Source: an optimization exercise on an open RTL-to-GDS flow (aim: small area and a short achievable clock period). Production flows keep margins and buffers that such runs may drop.
No functional check of the RTL was part of this run.
Power figures rest on the tool's default switching activity, not on a simulated workload.

$ cat design/flow/flow/run.sh
#!/bin/bash
set -euo pipefail
export BUFFER_PORTS_ARGS="-buffer_cell sky130_fd_sc_hd__buf_1"
export PRE_RESIZE_TCL="$PWD/flow/pre_resize.tcl"
bash standard.sh > standard.log 2>&1
$ cat design/flow/flow/pre_resize.tcl
# Input-port buffers (named input* by buffer_ports) to buf_4.
set n 0
foreach inst [get_cells input*] {
  if { [get_property $inst ref_name] == "sky130_fd_sc_hd__buf_1" } {
    replace_cell $inst sky130_fd_sc_hd__buf_4
    incr n
  }
}
puts "pre_resize: $n input buffers made sky130_fd_sc_hd__buf_4"
$ cat design/flow/standard.sh
#!/bin/bash
# synth_recipe.tcl (not shown) runs the flow's synth.tcl, then flattens the netlist and writes it again
# the make line also repeats each setting of config.mk as NAME=value (left out here)
make -C /OpenROAD-flow-scripts/flow DESIGN_CONFIG=/design/flow/config.mk WORK_HOME=/design/flow/orfs CLKGATE_MAP_FILE= SYNTH_SCRIPT=/design/flow/synth_recipe.tcl "${@:-finish}"
$ cat design/flow/config.mk
export PLATFORM = sky130hd
export DESIGN_NAME = sysarray_flat
export DESIGN_NICKNAME = sysarray_flat
export VERILOG_FILES = /design/flow/design.v
export SDC_FILE = /design/flow/constraint.sdc
export NUM_CORES = 4
export LEC_CHECK = 0
export CAP_MARGIN = 20
export CORE_MARGIN = 2
export CORE_UTILIZATION = 40
export CTS_BUF_LIST = sky130_fd_sc_hd__clkbuf_4 sky130_fd_sc_hd__clkbuf_8
export SETUP_SLACK_MARGIN = 1.1
export SLEW_MARGIN = 20
export SYNTH_HIERARCHICAL = 1
export SYNTH_MINIMUM_KEEP_SIZE = 0
$ cat design/flow/constraint.sdc
create_clock -name core_clock -period 5.0 [get_ports {clk}]
set_input_delay 1.0000 -clock core_clock [delete_from_list [all_inputs] [get_ports {clk}]]
set_output_delay 1.0000 -clock core_clock [all_outputs]
set_load 0.01 [all_outputs]
$ cat design/flow/design.v
`default_nettype none
`timescale 1ns/1ns
module pe (
    input  logic        clk,
    input  logic        rst,
    input  logic        clr,
    input  logic [7:0]  a_in,
    input  logic [7:0]  b_in,
    output logic [17:0] acc_out
);
    logic [17:0] rx, ry, sum;
    logic pp0_0;
    logic pp0_1;
    logic pp0_2;
    logic pp0_3;
    logic pp0_4;
    logic pp0_5;
    logic pp0_6;
    logic pp0_7;
    logic pp1_0;
    logic pp1_1;
    logic pp1_2;
    logic pp1_3;
    logic pp1_4;
    logic pp1_5;
    logic pp1_6;
    logic pp1_7;
    logic pp2_0;
    logic pp2_1;
    logic pp2_2;
    logic pp2_3;
    logic pp2_4;
    logic pp2_5;
    logic pp2_6;
    logic pp2_7;
    logic pp3_0;
    logic pp3_1;
    logic pp3_2;
    logic pp3_3;
    logic pp3_4;
    logic pp3_5;
    logic pp3_6;
    logic pp3_7;
    logic pp4_0;
    logic pp4_1;
    logic pp4_2;
    logic pp4_3;
    logic pp4_4;
    logic pp4_5;
    logic pp4_6;
    logic pp4_7;
    logic pp5_0;
    logic pp5_1;
    logic pp5_2;
    logic pp5_3;
    logic pp5_4;
    logic pp5_5;
    logic pp5_6;
    logic pp5_7;
    logic pp6_0;
    logic pp6_1;
    logic pp6_2;
    logic pp6_3;
    logic pp6_4;
    logic pp6_5;
    logic pp6_6;
    logic pp6_7;
    logic pp7_0;
    logic pp7_1;
    logic pp7_2;
    logic pp7_3;
    logic pp7_4;
    logic pp7_5;
    logic pp7_6;
    logic pp7_7;
    logic ha_s0;
    logic ha_c0;
    logic fa_s0;
    logic fa_c0;
    logic ha_s1;
    logic ha_c1;
    logic fa_s1;
    logic fa_c1;
    logic fa_s2;
    logic fa_c2;
    logic ha_s2;
    logic ha_c2;
    logic fa1_s0;
    logic fa1_c0;
    logic fa_s3;
    logic fa_c3;
    logic fa_s4;
    logic fa_c4;
    logic fa_s5;
    logic fa_c5;
    logic fa_s6;
    logic fa_c6;
    logic fa_s7;
    logic fa_c7;
    logic ha_s3;
    logic ha_c3;
    logic fa_s8;
    logic fa_c8;
    logic ha_s4;
    logic ha_c4;
    logic fa_s9;
    logic fa_c9;
    logic fa_s10;
    logic fa_c10;
    logic fa_s11;
    logic fa_c11;
    logic fa_s12;
    logic fa_c12;
    logic fa_s13;
    logic fa_c13;
    logic fa_s14;
    logic fa_c14;
    logic fa_s15;
    logic fa_c15;
    logic fa_s16;
    logic fa_c16;
    logic fa_s17;
    logic fa_c17;
    logic fa_s18;
    logic fa_c18;
    logic fa_s19;
    logic fa_c19;
    logic fa_s20;
    logic fa_c20;
    logic fa_s21;
    logic fa_c21;
    logic fa_s22;
    logic fa_c22;
    logic fa_s23;
    logic fa_c23;
    logic ha_s5;
    logic ha_c5;
    logic fa_s24;
    logic fa_c24;
    logic fa_s25;
    logic fa_c25;
    logic fa_s26;
    logic fa_c26;
    logic fa_s27;
    logic fa_c27;
    logic fa_s28;
    logic fa_c28;
    logic fa_s29;
    logic fa_c29;
    logic fa_s30;
    logic fa_c30;
    logic fa_s31;
    logic fa_c31;
    logic fa_s32;
    logic fa_c32;
    logic fa_s33;
    logic fa_c33;
    logic fa_s34;
    logic fa_c34;
    logic ha_s6;
    logic ha_c6;
    logic fa_s35;
    logic fa_c35;
    logic fa_s36;
    logic fa_c36;
    logic fa_s37;
    logic fa_c37;
    logic fa_s38;
    logic fa_c38;
    logic fx_s0;
    logic fx_c0;
    logic fx_s0_xy;
    logic fx_s1;
    logic fx_c1;
    logic fx_s1_xy;
    logic fx_s2;
    logic fx_c2;
    logic fx_s2_xy;
    logic fx_s3;
    logic fx_c3;
    logic fx_s3_xy;
    logic fx_s4;
    logic fx_c4;
    logic fx_s4_xy;
    logic fx_s5;
    logic fx_c5;
    logic fx_s5_xy;
    logic fx_s6;
    logic fx_c6;
    logic fx_s6_xy;
    logic fa_s39;
    logic fa_c39;
    logic fa_s40;
    logic fa_c40;
    logic inv_s0;
    logic inv_c0;
    logic inv_s1;
    logic inv_c1;
    logic inv_s2;
    logic inv_c2;
    logic cpc0;
    logic cpc1;
    logic cpc2;
    logic cpc3;
    logic pp_p4;
    logic pp_g4;
    logic pp_p5;
    logic pp_g5;
    logic pp_p6;
    logic pp_g6;
    logic pp_p7;
    logic pp_g7;
    logic pp_p8;
    logic pp_g8;
    logic pp_p9;
    logic pp_g9;
    logic pp_p10;
    logic pp_g10;
    logic pp_p11;
    logic pp_g11;
    logic pp_p12;
    logic pp_g12;
    logic pp_p13;
    logic pp_g13;
    logic pp_p14;
    logic pp_g14;
    logic pp_p15;
    logic pp_g15;
    logic pp_p16;
    logic pp_g16;
    logic pp_p17;
    logic pp_g17;
    logic pg1;
    logic pg2;
    logic pq3;
    logic pg4;
    logic pq5;
    logic pg6;
    logic pq7;
    logic pg8;
    logic pq9;
    logic pg10;
    logic pq11;
    logic pg12;
    logic pq13;
    logic pn14;
    logic pg15;
    logic pg16;
    logic pn17;
    logic pg18;
    logic pn19;
    logic pq20;
    logic pg21;
    logic pq22;
    logic pn23;
    logic pg24;
    logic pn25;
    logic pq26;
    logic pg27;
    logic pq28;
    logic pg29;
    logic pn30;
    logic pg31;
    logic pn32;
    logic pg33;
    logic pg34;
    logic pg35;
    logic pq36;
    logic pn37;
    logic pg38;
    logic pn39;
    logic pq40;
    logic pn41;
    logic pg42;
    logic pg43;
    logic pg44;
    logic pn45;
    logic pg46;
    logic pg47;
    logic pn48;
    logic pg49;
    assign pp0_0 = a_in[0] & b_in[0];
    assign pp0_1 = a_in[0] & b_in[1];
    assign pp0_2 = a_in[0] & b_in[2];
    assign pp0_3 = a_in[0] & b_in[3];
    assign pp0_4 = a_in[0] & b_in[4];
    assign pp0_5 = a_in[0] & b_in[5];
    assign pp0_6 = a_in[0] & b_in[6];
    assign pp0_7 = ~(a_in[0] & b_in[7]);
    assign pp1_0 = a_in[1] & b_in[0];
    assign pp1_1 = a_in[1] & b_in[1];
    assign pp1_2 = a_in[1] & b_in[2];
    assign pp1_3 = a_in[1] & b_in[3];
    assign pp1_4 = a_in[1] & b_in[4];
    assign pp1_5 = a_in[1] & b_in[5];
    assign pp1_6 = a_in[1] & b_in[6];
    assign pp1_7 = ~(a_in[1] & b_in[7]);
    assign pp2_0 = a_in[2] & b_in[0];
    assign pp2_1 = a_in[2] & b_in[1];
    assign pp2_2 = a_in[2] & b_in[2];
    assign pp2_3 = a_in[2] & b_in[3];
    assign pp2_4 = a_in[2] & b_in[4];
    assign pp2_5 = a_in[2] & b_in[5];
    assign pp2_6 = a_in[2] & b_in[6];
    assign pp2_7 = ~(a_in[2] & b_in[7]);
    assign pp3_0 = a_in[3] & b_in[0];
    assign pp3_1 = a_in[3] & b_in[1];
    assign pp3_2 = a_in[3] & b_in[2];
    assign pp3_3 = a_in[3] & b_in[3];
    assign pp3_4 = a_in[3] & b_in[4];
    assign pp3_5 = a_in[3] & b_in[5];
    assign pp3_6 = a_in[3] & b_in[6];
    assign pp3_7 = ~(a_in[3] & b_in[7]);
    assign pp4_0 = a_in[4] & b_in[0];
    assign pp4_1 = a_in[4] & b_in[1];
    assign pp4_2 = a_in[4] & b_in[2];
    assign pp4_3 = a_in[4] & b_in[3];
    assign pp4_4 = a_in[4] & b_in[4];
    assign pp4_5 = a_in[4] & b_in[5];
    assign pp4_6 = a_in[4] & b_in[6];
    assign pp4_7 = ~(a_in[4] & b_in[7]);
    assign pp5_0 = a_in[5] & b_in[0];
    assign pp5_1 = a_in[5] & b_in[1];
    assign pp5_2 = a_in[5] & b_in[2];
    assign pp5_3 = a_in[5] & b_in[3];
    assign pp5_4 = a_in[5] & b_in[4];
    assign pp5_5 = a_in[5] & b_in[5];
    assign pp5_6 = a_in[5] & b_in[6];
    assign pp5_7 = ~(a_in[5] & b_in[7]);
    assign pp6_0 = a_in[6] & b_in[0];
    assign pp6_1 = a_in[6] & b_in[1];
    assign pp6_2 = a_in[6] & b_in[2];
    assign pp6_3 = a_in[6] & b_in[3];
    assign pp6_4 = a_in[6] & b_in[4];
    assign pp6_5 = a_in[6] & b_in[5];
    assign pp6_6 = a_in[6] & b_in[6];
    assign pp6_7 = ~(a_in[6] & b_in[7]);
    assign pp7_0 = ~(a_in[7] & b_in[0]);
    assign pp7_1 = ~(a_in[7] & b_in[1]);
    assign pp7_2 = ~(a_in[7] & b_in[2]);
    assign pp7_3 = ~(a_in[7] & b_in[3]);
    assign pp7_4 = ~(a_in[7] & b_in[4]);
    assign pp7_5 = ~(a_in[7] & b_in[5]);
    assign pp7_6 = ~(a_in[7] & b_in[6]);
    assign pp7_7 = a_in[7] & b_in[7];
    ha u_ha_s0 (.x(acc_out[5]), .y(pp0_5), .s(ha_s0), .c(ha_c0));
    fa u_fa_s0 (.x(pp1_5), .y(acc_out[6]), .z(pp0_6), .s(fa_s0), .c(fa_c0));
    ha u_ha_s1 (.x(pp2_4), .y(pp3_3), .s(ha_s1), .c(ha_c1));
    fa u_fa_s1 (.x(pp1_6), .y(acc_out[7]), .z(pp0_7), .s(fa_s1), .c(fa_c1));
    fa u_fa_s2 (.x(pp4_3), .y(pp2_5), .z(pp3_4), .s(fa_s2), .c(fa_c2));
    ha u_ha_s2 (.x(pp5_2), .y(pp6_1), .s(ha_s2), .c(ha_c2));
    assign fa1_s0 = ~(acc_out[8] ^ pp1_7);
    assign fa1_c0 = acc_out[8] | pp1_7;
    fa u_fa_s3 (.x(pp4_4), .y(pp2_6), .z(pp3_5), .s(fa_s3), .c(fa_c3));
    fa u_fa_s4 (.x(pp7_1), .y(pp5_3), .z(pp6_2), .s(fa_s4), .c(fa_c4));
    fa u_fa_s5 (.x(pp3_6), .y(acc_out[9]), .z(pp2_7), .s(fa_s5), .c(fa_c5));
    fa u_fa_s6 (.x(pp6_3), .y(pp4_5), .z(pp5_4), .s(fa_s6), .c(fa_c6));
    fa u_fa_s7 (.x(pp4_6), .y(acc_out[10]), .z(pp3_7), .s(fa_s7), .c(fa_c7));
    ha u_ha_s3 (.x(acc_out[3]), .y(pp0_3), .s(ha_s3), .c(ha_c3));
    fa u_fa_s8 (.x(pp1_3), .y(acc_out[4]), .z(pp0_4), .s(fa_s8), .c(fa_c8));
    ha u_ha_s4 (.x(pp2_2), .y(pp3_1), .s(ha_s4), .c(ha_c4));
    fa u_fa_s9 (.x(pp3_2), .y(pp1_4), .z(pp2_3), .s(fa_s9), .c(fa_c9));
    fa u_fa_s10 (.x(ha_s0), .y(pp4_1), .z(pp5_0), .s(fa_s10), .c(fa_c10));
    fa u_fa_s11 (.x(pp6_0), .y(pp4_2), .z(pp5_1), .s(fa_s11), .c(fa_c11));
    fa u_fa_s12 (.x(fa_s0), .y(ha_c0), .z(ha_s1), .s(fa_s12), .c(fa_c12));
    fa u_fa_s13 (.x(ha_s2), .y(pp7_0), .z(ha_c1), .s(fa_s13), .c(fa_c13));
    fa u_fa_s14 (.x(fa_s2), .y(fa_c0), .z(fa_s1), .s(fa_s14), .c(fa_c14));
    fa u_fa_s15 (.x(fa_c1), .y(ha_c2), .z(fa1_s0), .s(fa_s15), .c(fa_c15));
    fa u_fa_s16 (.x(fa_s4), .y(fa_c2), .z(fa_s3), .s(fa_s16), .c(fa_c16));
    fa u_fa_s17 (.x(fa_c3), .y(pp7_2), .z(fa1_c0), .s(fa_s17), .c(fa_c17));
    fa u_fa_s18 (.x(fa_s6), .y(fa_c4), .z(fa_s5), .s(fa_s18), .c(fa_c18));
    fa u_fa_s19 (.x(pp7_3), .y(pp5_5), .z(pp6_4), .s(fa_s19), .c(fa_c19));
    fa u_fa_s20 (.x(fa_s7), .y(fa_c5), .z(fa_c6), .s(fa_s20), .c(fa_c20));
    fa u_fa_s21 (.x(pp5_6), .y(acc_out[11]), .z(pp4_7), .s(fa_s21), .c(fa_c21));
    fa u_fa_s22 (.x(fa_c7), .y(pp6_5), .z(pp7_4), .s(fa_s22), .c(fa_c22));
    fa u_fa_s23 (.x(pp6_6), .y(acc_out[12]), .z(pp5_7), .s(fa_s23), .c(fa_c23));
    ha u_ha_s5 (.x(acc_out[2]), .y(pp0_2), .s(ha_s5), .c(ha_c5));
    fa u_fa_s24 (.x(pp3_0), .y(pp1_2), .z(pp2_1), .s(fa_s24), .c(fa_c24));
    fa u_fa_s25 (.x(ha_s4), .y(pp4_0), .z(ha_c3), .s(fa_s25), .c(fa_c25));
    fa u_fa_s26 (.x(fa_s9), .y(ha_c4), .z(fa_c8), .s(fa_s26), .c(fa_c26));
    fa u_fa_s27 (.x(fa_c10), .y(fa_c9), .z(fa_s11), .s(fa_s27), .c(fa_c27));
    fa u_fa_s28 (.x(fa_c12), .y(fa_c11), .z(fa_s13), .s(fa_s28), .c(fa_c28));
    fa u_fa_s29 (.x(fa_s15), .y(fa_c13), .z(fa_c14), .s(fa_s29), .c(fa_c29));
    fa u_fa_s30 (.x(fa_s17), .y(fa_c15), .z(fa_c16), .s(fa_s30), .c(fa_c30));
    fa u_fa_s31 (.x(fa_c18), .y(fa_s19), .z(fa_c17), .s(fa_s31), .c(fa_c31));
    fa u_fa_s32 (.x(fa_c20), .y(fa_c19), .z(fa_s21), .s(fa_s32), .c(fa_c32));
    fa u_fa_s33 (.x(fa_s23), .y(pp7_5), .z(fa_c21), .s(fa_s33), .c(fa_c33));
    fa u_fa_s34 (.x(pp7_6), .y(acc_out[13]), .z(pp6_7), .s(fa_s34), .c(fa_c34));
    ha u_ha_s6 (.x(acc_out[1]), .y(pp0_1), .s(ha_s6), .c(ha_c6));
    fa u_fa_s35 (.x(ha_s5), .y(pp1_1), .z(pp2_0), .s(fa_s35), .c(fa_c35));
    fa u_fa_s36 (.x(fa_s24), .y(ha_c5), .z(ha_s3), .s(fa_s36), .c(fa_c36));
    fa u_fa_s37 (.x(fa_s25), .y(fa_c24), .z(fa_s8), .s(fa_s37), .c(fa_c37));
    fa u_fa_s38 (.x(fa_s26), .y(fa_c25), .z(fa_s10), .s(fa_s38), .c(fa_c38));
    xor2m u_fx_s0_xy (.a(fa_c26), .b(fa_s12), .y(fx_s0_xy));
    xor2m u_fx_s0 (.a(fx_s0_xy), .b(fa_s27), .y(fx_s0));
    maj3m u_fx_c0 (.a(fa_c26), .b(fa_s12), .c(fa_s27), .y(fx_c0));
    xor2m u_fx_s1_xy (.a(fa_s14), .b(fa_c27), .y(fx_s1_xy));
    xor2m u_fx_s1 (.a(fx_s1_xy), .b(fa_s28), .y(fx_s1));
    maj3m u_fx_c1 (.a(fa_s14), .b(fa_c27), .c(fa_s28), .y(fx_c1));
    xor2m u_fx_s2_xy (.a(fa_s16), .b(fa_c28), .y(fx_s2_xy));
    xor2m u_fx_s2 (.a(fx_s2_xy), .b(fa_s29), .y(fx_s2));
    maj3m u_fx_c2 (.a(fa_s16), .b(fa_c28), .c(fa_s29), .y(fx_c2));
    xor2m u_fx_s3_xy (.a(fa_s18), .b(fa_c29), .y(fx_s3_xy));
    xor2m u_fx_s3 (.a(fx_s3_xy), .b(fa_s30), .y(fx_s3));
    maj3m u_fx_c3 (.a(fa_s18), .b(fa_c29), .c(fa_s30), .y(fx_c3));
    xor2m u_fx_s4_xy (.a(fa_s20), .b(fa_c30), .y(fx_s4_xy));
    xor2m u_fx_s4 (.a(fx_s4_xy), .b(fa_s31), .y(fx_s4));
    maj3m u_fx_c4 (.a(fa_s20), .b(fa_c30), .c(fa_s31), .y(fx_c4));
    xor2m u_fx_s5_xy (.a(fa_s22), .b(fa_c31), .y(fx_s5_xy));
    xor2m u_fx_s5 (.a(fx_s5_xy), .b(fa_s32), .y(fx_s5));
    maj3m u_fx_c5 (.a(fa_s22), .b(fa_c31), .c(fa_s32), .y(fx_c5));
    xor2m u_fx_s6_xy (.a(fa_c22), .b(fa_s33), .y(fx_s6_xy));
    xor2m u_fx_s6 (.a(fx_s6_xy), .b(fa_c32), .y(fx_s6));
    maj3m u_fx_c6 (.a(fa_c22), .b(fa_s33), .c(fa_c32), .y(fx_c6));
    fa u_fa_s39 (.x(fa_c33), .y(fa_c23), .z(fa_s34), .s(fa_s39), .c(fa_c39));
    fa u_fa_s40 (.x(fa_c34), .y(acc_out[14]), .z(pp7_7), .s(fa_s40), .c(fa_c40));
    assign inv_s0 = ~acc_out[15];
    assign inv_c0 = acc_out[15];
    assign inv_s1 = ~acc_out[16];
    assign inv_c1 = acc_out[16];
    assign inv_s2 = ~acc_out[17];
    assign inv_c2 = acc_out[17];
    assign rx = {inv_c1, inv_c0, inv_s0, fa_s40, fa_s39, fx_s6, fx_c4, fx_c3, fx_c2, fx_c1, fx_c0, fa_c38, fa_c37, fa_c36, fa_c35, ha_c6, pp1_0, acc_out[0]};
    assign ry = {inv_s2, inv_s1, fa_c40, fa_c39, fx_c6, fx_c5, fx_s5, fx_s4, fx_s3, fx_s2, fx_s1, fx_s0, fa_s38, fa_s37, fa_s36, fa_s35, ha_s6, pp0_0};
    ha u_cpa0 (.x(acc_out[0]), .y(pp0_0), .s(sum[0]), .c(cpc0));
    fa u_cpa1 (.x(cpc0), .y(pp1_0), .z(ha_s6), .s(sum[1]), .c(cpc1));
    fa u_cpa2 (.x(cpc1), .y(ha_c6), .z(fa_s35), .s(sum[2]), .c(cpc2));
    fa u_cpa3 (.x(cpc2), .y(fa_c35), .z(fa_s36), .s(sum[3]), .c(cpc3));
    ha u_hpg4 (.x(fa_c36), .y(fa_s37), .s(pp_p4), .c(pp_g4));
    ha u_hpg5 (.x(fa_c37), .y(fa_s38), .s(pp_p5), .c(pp_g5));
    ha u_hpg6 (.x(fa_c38), .y(fx_s0), .s(pp_p6), .c(pp_g6));
    ha u_hpg7 (.x(fx_c0), .y(fx_s1), .s(pp_p7), .c(pp_g7));
    ha u_hpg8 (.x(fx_c1), .y(fx_s2), .s(pp_p8), .c(pp_g8));
    ha u_hpg9 (.x(fx_c2), .y(fx_s3), .s(pp_p9), .c(pp_g9));
    ha u_hpg10 (.x(fx_c3), .y(fx_s4), .s(pp_p10), .c(pp_g10));
    ha u_hpg11 (.x(fx_c4), .y(fx_s5), .s(pp_p11), .c(pp_g11));
    ha u_hpg12 (.x(fx_s6), .y(fx_c5), .s(pp_p12), .c(pp_g12));
    ha u_hpg13 (.x(fa_s39), .y(fx_c6), .s(pp_p13), .c(pp_g13));
    ha u_hpg14 (.x(fa_s40), .y(fa_c39), .s(pp_p14), .c(pp_g14));
    ha u_hpg15 (.x(inv_s0), .y(fa_c40), .s(pp_p15), .c(pp_g15));
    ha u_hpg16 (.x(inv_c0), .y(inv_s1), .s(pp_p16), .c(pp_g16));
    ha u_hpg17 (.x(inv_c1), .y(inv_s2), .s(pp_p17), .c(pp_g17));
    paoi u_pg1 (.g1(pp_g4), .p1(pp_p4), .g0(cpc3), .y(pg1));
    paoi u_pg2 (.g1(pp_g6), .p1(pp_p6), .g0(pp_g5), .y(pg2));
    pnand u_pq3 (.a(pp_p6), .b(pp_p5), .y(pq3));
    paoi u_pg4 (.g1(pp_g8), .p1(pp_p8), .g0(pp_g7), .y(pg4));
    pnand u_pq5 (.a(pp_p8), .b(pp_p7), .y(pq5));
    paoi u_pg6 (.g1(pp_g10), .p1(pp_p10), .g0(pp_g9), .y(pg6));
    pnand u_pq7 (.a(pp_p10), .b(pp_p9), .y(pq7));
    paoi u_pg8 (.g1(pp_g12), .p1(pp_p12), .g0(pp_g11), .y(pg8));
    pnand u_pq9 (.a(pp_p12), .b(pp_p11), .y(pq9));
    paoi u_pg10 (.g1(pp_g14), .p1(pp_p14), .g0(pp_g13), .y(pg10));
    pnand u_pq11 (.a(pp_p14), .b(pp_p13), .y(pq11));
    paoi u_pg12 (.g1(pp_g16), .p1(pp_p16), .g0(pp_g15), .y(pg12));
    pnand u_pq13 (.a(pp_p16), .b(pp_p15), .y(pq13));
    pinv u_pn14 (.a(pg1), .y(pn14));
    paoi u_pg15 (.g1(pp_g5), .p1(pp_p5), .g0(pn14), .y(pg15));
    poai u_pg16 (.g1(pg2), .p1(pq3), .g0(pg1), .y(pg16));
    pinv u_pn17 (.a(pg4), .y(pn17));
    paoi u_pg18 (.g1(pp_g9), .p1(pp_p9), .g0(pn17), .y(pg18));
    pinv u_pn19 (.a(pq5), .y(pn19));
    pnand u_pq20 (.a(pp_p9), .b(pn19), .y(pq20));
    poai u_pg21 (.g1(pg6), .p1(pq7), .g0(pg4), .y(pg21));
    pnor u_pq22 (.a(pq7), .b(pq5), .y(pq22));
    pinv u_pn23 (.a(pg8), .y(pn23));
    paoi u_pg24 (.g1(pp_g13), .p1(pp_p13), .g0(pn23), .y(pg24));
    pinv u_pn25 (.a(pq9), .y(pn25));
    pnand u_pq26 (.a(pp_p13), .b(pn25), .y(pq26));
    poai u_pg27 (.g1(pg10), .p1(pq11), .g0(pg8), .y(pg27));
    pnor u_pq28 (.a(pq11), .b(pq9), .y(pq28));
    paoi u_pg29 (.g1(pp_g7), .p1(pp_p7), .g0(pg16), .y(pg29));
    pinv u_pn30 (.a(pg16), .y(pn30));
    poai u_pg31 (.g1(pg4), .p1(pq5), .g0(pn30), .y(pg31));
    pinv u_pn32 (.a(pg16), .y(pn32));
    poai u_pg33 (.g1(pg18), .p1(pq20), .g0(pn32), .y(pg33));
    paoi u_pg34 (.g1(pg21), .p1(pq22), .g0(pg16), .y(pg34));
    paoi u_pg35 (.g1(pp_g15), .p1(pp_p15), .g0(pg27), .y(pg35));
    pnand u_pq36 (.a(pp_p15), .b(pq28), .y(pq36));
    pinv u_pn37 (.a(pg27), .y(pn37));
    poai u_pg38 (.g1(pg12), .p1(pq13), .g0(pn37), .y(pg38));
    pinv u_pn39 (.a(pq28), .y(pn39));
    pnor u_pq40 (.a(pq13), .b(pn39), .y(pq40));
    pinv u_pn41 (.a(pg34), .y(pn41));
    paoi u_pg42 (.g1(pp_g11), .p1(pp_p11), .g0(pn41), .y(pg42));
    poai u_pg43 (.g1(pg8), .p1(pq9), .g0(pg34), .y(pg43));
    poai u_pg44 (.g1(pg24), .p1(pq26), .g0(pg34), .y(pg44));
    pinv u_pn45 (.a(pg34), .y(pn45));
    paoi u_pg46 (.g1(pg27), .p1(pq28), .g0(pn45), .y(pg46));
    poai u_pg47 (.g1(pg35), .p1(pq36), .g0(pg34), .y(pg47));
    pinv u_pn48 (.a(pg34), .y(pn48));
    paoi u_pg49 (.g1(pg38), .p1(pq40), .g0(pn48), .y(pg49));
    assign sum[4] = pp_p4 ^ cpc3;
    assign sum[5] = ~(pp_p5 ^ pg1);
    assign sum[6] = ~(pp_p6 ^ pg15);
    assign sum[7] = pp_p7 ^ pg16;
    assign sum[8] = ~(pp_p8 ^ pg29);
    assign sum[9] = pp_p9 ^ pg31;
    assign sum[10] = pp_p10 ^ pg33;
    assign sum[11] = ~(pp_p11 ^ pg34);
    assign sum[12] = ~(pp_p12 ^ pg42);
    assign sum[13] = pp_p13 ^ pg43;
    assign sum[14] = pp_p14 ^ pg44;
    assign sum[15] = ~(pp_p15 ^ pg46);
    assign sum[16] = pp_p16 ^ pg47;
    assign sum[17] = ~(pp_p17 ^ pg49);
    always_ff @(posedge clk) begin
        if (rst || clr) acc_out <= '0;
        else            acc_out <= sum;
    end
endmodule
module fa (
    input  logic x,
    input  logic y,
    input  logic z,
    output logic s,
    output logic c
);
    assign s = x ^ y ^ z;
    assign c = (x & y) | (x & z) | (y & z);
endmodule
module bsel (
    input  logic one,
    input  logic two,
    input  logic neg,
    input  logic x,
    input  logic y,
    output logic p
);
    assign p = ((one & x) | (two & y)) ^ neg;
endmodule
module bseln (
    input  logic one,
    input  logic two,
    input  logic neg,
    input  logic x,
    input  logic y,
    output logic p
);
    assign p = ~(((one & x) | (two & y)) ^ neg);
endmodule
module xor2m (input logic a, input logic b, output logic y);
    assign y = a ^ b;
endmodule
module maj3m (input logic a, input logic b, input logic c, output logic y);
    assign y = (a & b) | (c & (a | b));
endmodule
module paoi (input logic g1, input logic p1, input logic g0, output logic y);
    assign y = ~(g1 | (p1 & g0));
endmodule
module poai (input logic g1, input logic p1, input logic g0, output logic y);
    assign y = ~(g1 & (p1 | g0));
endmodule
module pnand (input logic a, input logic b, output logic y);
    assign y = ~(a & b);
endmodule
module pnor (input logic a, input logic b, output logic y);
    assign y = ~(a | b);
endmodule
module pinv (input logic a, output logic y);
    assign y = ~a;
endmodule
module ha (
    input  logic x,
    input  logic y,
    output logic s,
    output logic c
);
    assign s = x ^ y;
    assign c = x & y;
endmodule
`default_nettype none
`timescale 1ns/1ns
module sysarray (
    input  logic               clk,
    input  logic               rst,
    input  logic               clr,
    input  logic [2:0][7:0]    left,
    input  logic [2:0][7:0]    top,
    output logic [8:0][17:0]   out
);
    logic [2:0][2:0][7:0] a_in;   
    logic [2:0][2:0][7:0] b_in;   
    genvar r, c;
    generate
        for (r = 0; r < 3; r++) begin : g_row
            assign a_in[r][0] = left[r];
            assign b_in[0][r] = top[r];
            for (c = 0; c < 3; c++) begin : g_col
                if (c < 2) begin : g_hop
                    logic [7:0] a_q, b_q;
                    always_ff @(posedge clk) begin
                        if (rst) begin
                            a_q <= '0;
                            b_q <= '0;
                        end else begin
                            a_q <= a_in[r][c];
                            b_q <= b_in[c][r];
                        end
                    end
                    assign a_in[r][c+1] = a_q;
                    assign b_in[c+1][r] = b_q;
                end
                pe u_pe (
                    .clk(clk),
                    .rst(rst),
                    .clr(clr),
                    .a_in(a_in[r][c]),
                    .b_in(b_in[r][c]),
                    .acc_out(out[3*r+c])
                );
            end
        end
    endgenerate
endmodule
`default_nettype none
`timescale 1ns/1ns
module sysarray_flat (
    input  wire         clk,
    input  wire         rst,
    input  wire         clr,
    input  wire [23:0]  a_left,
    input  wire [23:0]  b_top,
    output wire [161:0] acc_out
);
    sysarray u_arr (
        .clk(clk),
        .rst(rst),
        .clr(clr),
        .left(a_left),
        .top(b_top),
        .out(acc_out)
    );
endmodule
==> notes.md <==
status=complete, no violations; slowest cell delay on critical path=0.52 ns; RSZ-0062 raised after global routing=true; setup total negative slack=0 ns; I/O pin cnt=213; Worst Skew=0.0389 ns; XOR/XNOR Fraction of Synth Area=8.32%; Synth Area in Compound Gates=6.28%; first-pass GRT wire length=107 mm; Syn Std Cell Area=0.0265 sq mm; vias after detailed routing=18.2k; P_leak=13.5 nW; GR Util All Layers=19.8%; Worst IR Drop VDD=0.000355 V; FP Rows=94; Seq/Total Area, Yosys=19.5%; worst r2r src=u_arr.g_row[2].g_col[0].g_hop.a_q[5]; biggest area consumer among synthesized cells=fa_1; top post-synthesis cells by area=fa_1 30%, dfxtp_1 19%, and2_1 12%, ha_1 9.8%, xor2_1 6.2%; Post-synth ARST share=0%; fin crit share=77.1%; Longest Clk Path Bufs=3; CTS Root Cell=clkbuf_8; Primary FF master, synth=dfxtp_1; CP max-delay cell=fa_1; vias per cell=4.89; # Max-Cap Violations=0; max-slew violation count=0; IO Port Bufs=212; Reg clk slew, reported paths=0.06 ns; Hold Path Origin=u_arr.g_row[2].g_col[0].g_hop.b_q[2]; post-synthesis mux area share=0%; Slew HR=51.9%; fin util=45.9%; top cell type's share of synthesized area=29.9%; Post-synth EDFFs=0; area share of and/or/nand/nor cells after synthesis=19.3%; adder-cell share of the synthesized area=42.3%; library cells used by synthesis=19; initial antenna violation count=1; DR DRC count=0; starting DRC count in detailed routing=666; Crit. End Element=register; vias in the first global route=20.6k; Post-Layout Inst Area=0.0302 sq mm; critical path arrival=4.36 ns; Die ar.=0.0684 sq mm; gpl congestion=0.873; reg2reg path depth=14; Die Y=261 um; Worst Path Required=5.50 ns; WHS Path Cells=1; largest net degree at the start of global routing=46; Syn Inst Count=2587; largest family of logic cells by synthesized area=adder cells; CP Launch Type=input port; Area Growth Syn to Fin=13.8%; H-Tree Depth=2; Total Nets Final=3473; CTS tree=built; Setup violations, final=0; number of inserted diodes=0; Post-DP HPWL=52.1 mm; Mapped Avg Cell Area=10.3 sq um; clock latency on the worst-skew pair=0.66 ns; CP startpoint=a_left[2]; Synth Warn #=8; DR WL/cell=17.5 um; number of synthesized register bits=258; clock buffer count from CTS=55; critical path peak fanout=6; share of layout cells above drive strength 1=18.3%; Initial Utilization=40.3%; clock tree sinks=258; total gr overflow=0; Peak Freq=259 MHz; Post-DP Area=0.0285 sq mm; Post-Syn Nets=3241; HP Class=register to register; P per Cell Area=524 mW/mm^2; drt total wl=65.2 mm; crit-path cells=buf_4 > buf_4 > and2_1 > fa_1 > fa_1 > fa_1 > ha_1 > nand2_1 > o21ai_1 > buf_4 > inv_1 > o21ai_1 > xnor2_1 > nor2_1; first drt pass iteration count=5; final hold viol count=0; fin crit period=3.85 ns; Finished Layout Cells=3727; Final ANT Viol Nets=0; die width=261 um; core area=0.0657 sq mm; placed cell count=3617; WS Path Type=input port to register; slew at the pin closest to its max-slew limit=0.722 ns
==> where the power goes <==
group / total, mW / leakage, nW / switching (mW) / internal (mW)
combinational: 10.2 / 10.6 / 5.63 / 4.53
sequential: 2.76 / 2.15 / 0.350 / 2.41
clock: 2.91 / 0.737 / 1.07 / 1.84
total: 15.8 / 13.5 / 7.04 / 8.78
==> placed cells by master, fill, tap and decap left out, drive strengths merged, types with 96 or more instances in the layout <==
| master | count |
|---|---|
| and2 | 495 |
| fa | 396 |
| dfxtp | 258 |
| buf | 238 |
| ha | 207 |
| nand2 | 198 |
| xor2 | 189 |
| inv | 162 |
| nor2 | 162 |
| a21oi | 144 |
| nor2b | 96 |
==> logic make-up after synthesis <==
| group | Yosys count |
|---|---|
| adder cells (fa/ha/maj) | 666 |
| flip-flops | 258 |
| AO/OA/AOI/OAI | 225 |
| buffers and inverters | 226 |
| AND/OR/NAND/NOR | 960 |
| XOR/XNOR | 252 |
==> synthesized netlist by cell type, types with 22 or more instances <==
cell	n
buf_4	28
dfxtp_1	258
nand2_1	198
buf_6	22
xnor2_1	63
a21oi_2	144
fa_1	396
o21ai_1	81
maj3_2	63
nor2b_1	96
and2_1	495
xor2_1	189
inv_1	162
nor2_1	153
ha_1	207
==> Yosys stat by module, one instance, submodules excluded, a selection <==
module	cell area (sq um)	cells
pinv	3.75	1
poai	5.00	1
sysarray	2600	202
paoi	8.76	1
xor2m	8.76	1
pnor	3.75	1
fa	20.0	1
maj3m	11.3	1
pnand	3.75	1
ha	12.5	1
pe	1020	129
==> timing repair <==
action,in CTS,in global routing
gates cloned,0,0
setup endpoints to repair,19,54
setup buffers,5,4
resized for setup,11,81
hold buffers,0,0
pin swaps,0,3
==> final cells by class <==
cell class / count / area (sq um)
clock buffer: 77 / 1030
fill: 6247 / 35600
sequential: 258 / 5280
tap: 864 / 1080
timing repair buffer: 239 / 1200
multi-input combinational: 2103 / 20600
inverter: 162 / 608
clock inverter: 24 / 370
==> worst max-delay path: cells and delay by family <==
kind / cells / cell delay (ns)
AO/OA/AOI/OAI: 2 / 0.52
XOR/XNOR: 1 / 0.19
adder cells (fa/ha/maj): 4 / 1.80
buffers and inverters: 4 / 0.54
AND/OR/NAND/NOR: 3 / 0.31
==> path summary, 6_finish.rpt <==
path	to	slack (ns)
max reg2reg	u_arr.g_row[2].g_col[1].u_pe.acc_out[12]	1.26
max	u_arr.g_row[0].g_col[0].u_pe.acc_out[9]	1.15
min reg2reg	u_arr.g_row[2].g_col[1].g_hop.b_q[2]	0.54
min	u_arr.g_row[2].g_col[1].g_hop.b_q[2]	0.54
==> layer usage <==
metal  track usage (%)  share of wire, %
met5                 0                 0
met3              4.69               5.5
met1              24.6                43
met2              34.4                49
met4              4.97               2.2
==> stage by stage <==
step	setup WS (ns)	power [mW]	hold WS (ns)
6_report	1.15	15.8	0.537
2_1_floorplan	1.02	11.0	0.436
5_1_grt	1.08	17.3	0.548
3_5_place_dp	0.485	12.8	0.563
3_3_place_gp	0.358	12.5	0.554
4_1_cts	1.10	15.9	0.566
==> state kept, by name (all words and copies together) (netlist names) <==
name / flops
u_arr.g_row.g_col.u_pe.acc_out: 162
u_arr.g_row.g_col.g_hop.a_q: 48
u_arr.g_row.g_col.g_hop.b_q: 48

-- static timing again, ports no longer ideal --
Ports are ideal in the flow. The routed layout listed here was re-timed in OpenROAD. Step 1, drivers: a clkbuf_16 drives clk and a buf_2 each remaining input, both assumed. Step 2 adds t to the input delays and takes it off the output delays; t is the mean of the earliest and latest rising clock arrival at the registers after step 1. Input paths then give back, and output paths get back, about the clock's delay inside the block. Slacks: ideal ports / drivers / drivers and shift; pairs: ideal ports / drivers.
t (ns): 0.696
setup slack, ns: 1.146 / 1.178 / 0.482
worst setup path at the end: input to register
slew at the worst register clock pin (ns): 0.07 / 0.07
After both steps setup and hold are still met in this run. For this run, drivers alone change the setup slack by +0.032 ns; drivers and shift together by -0.664 ns.
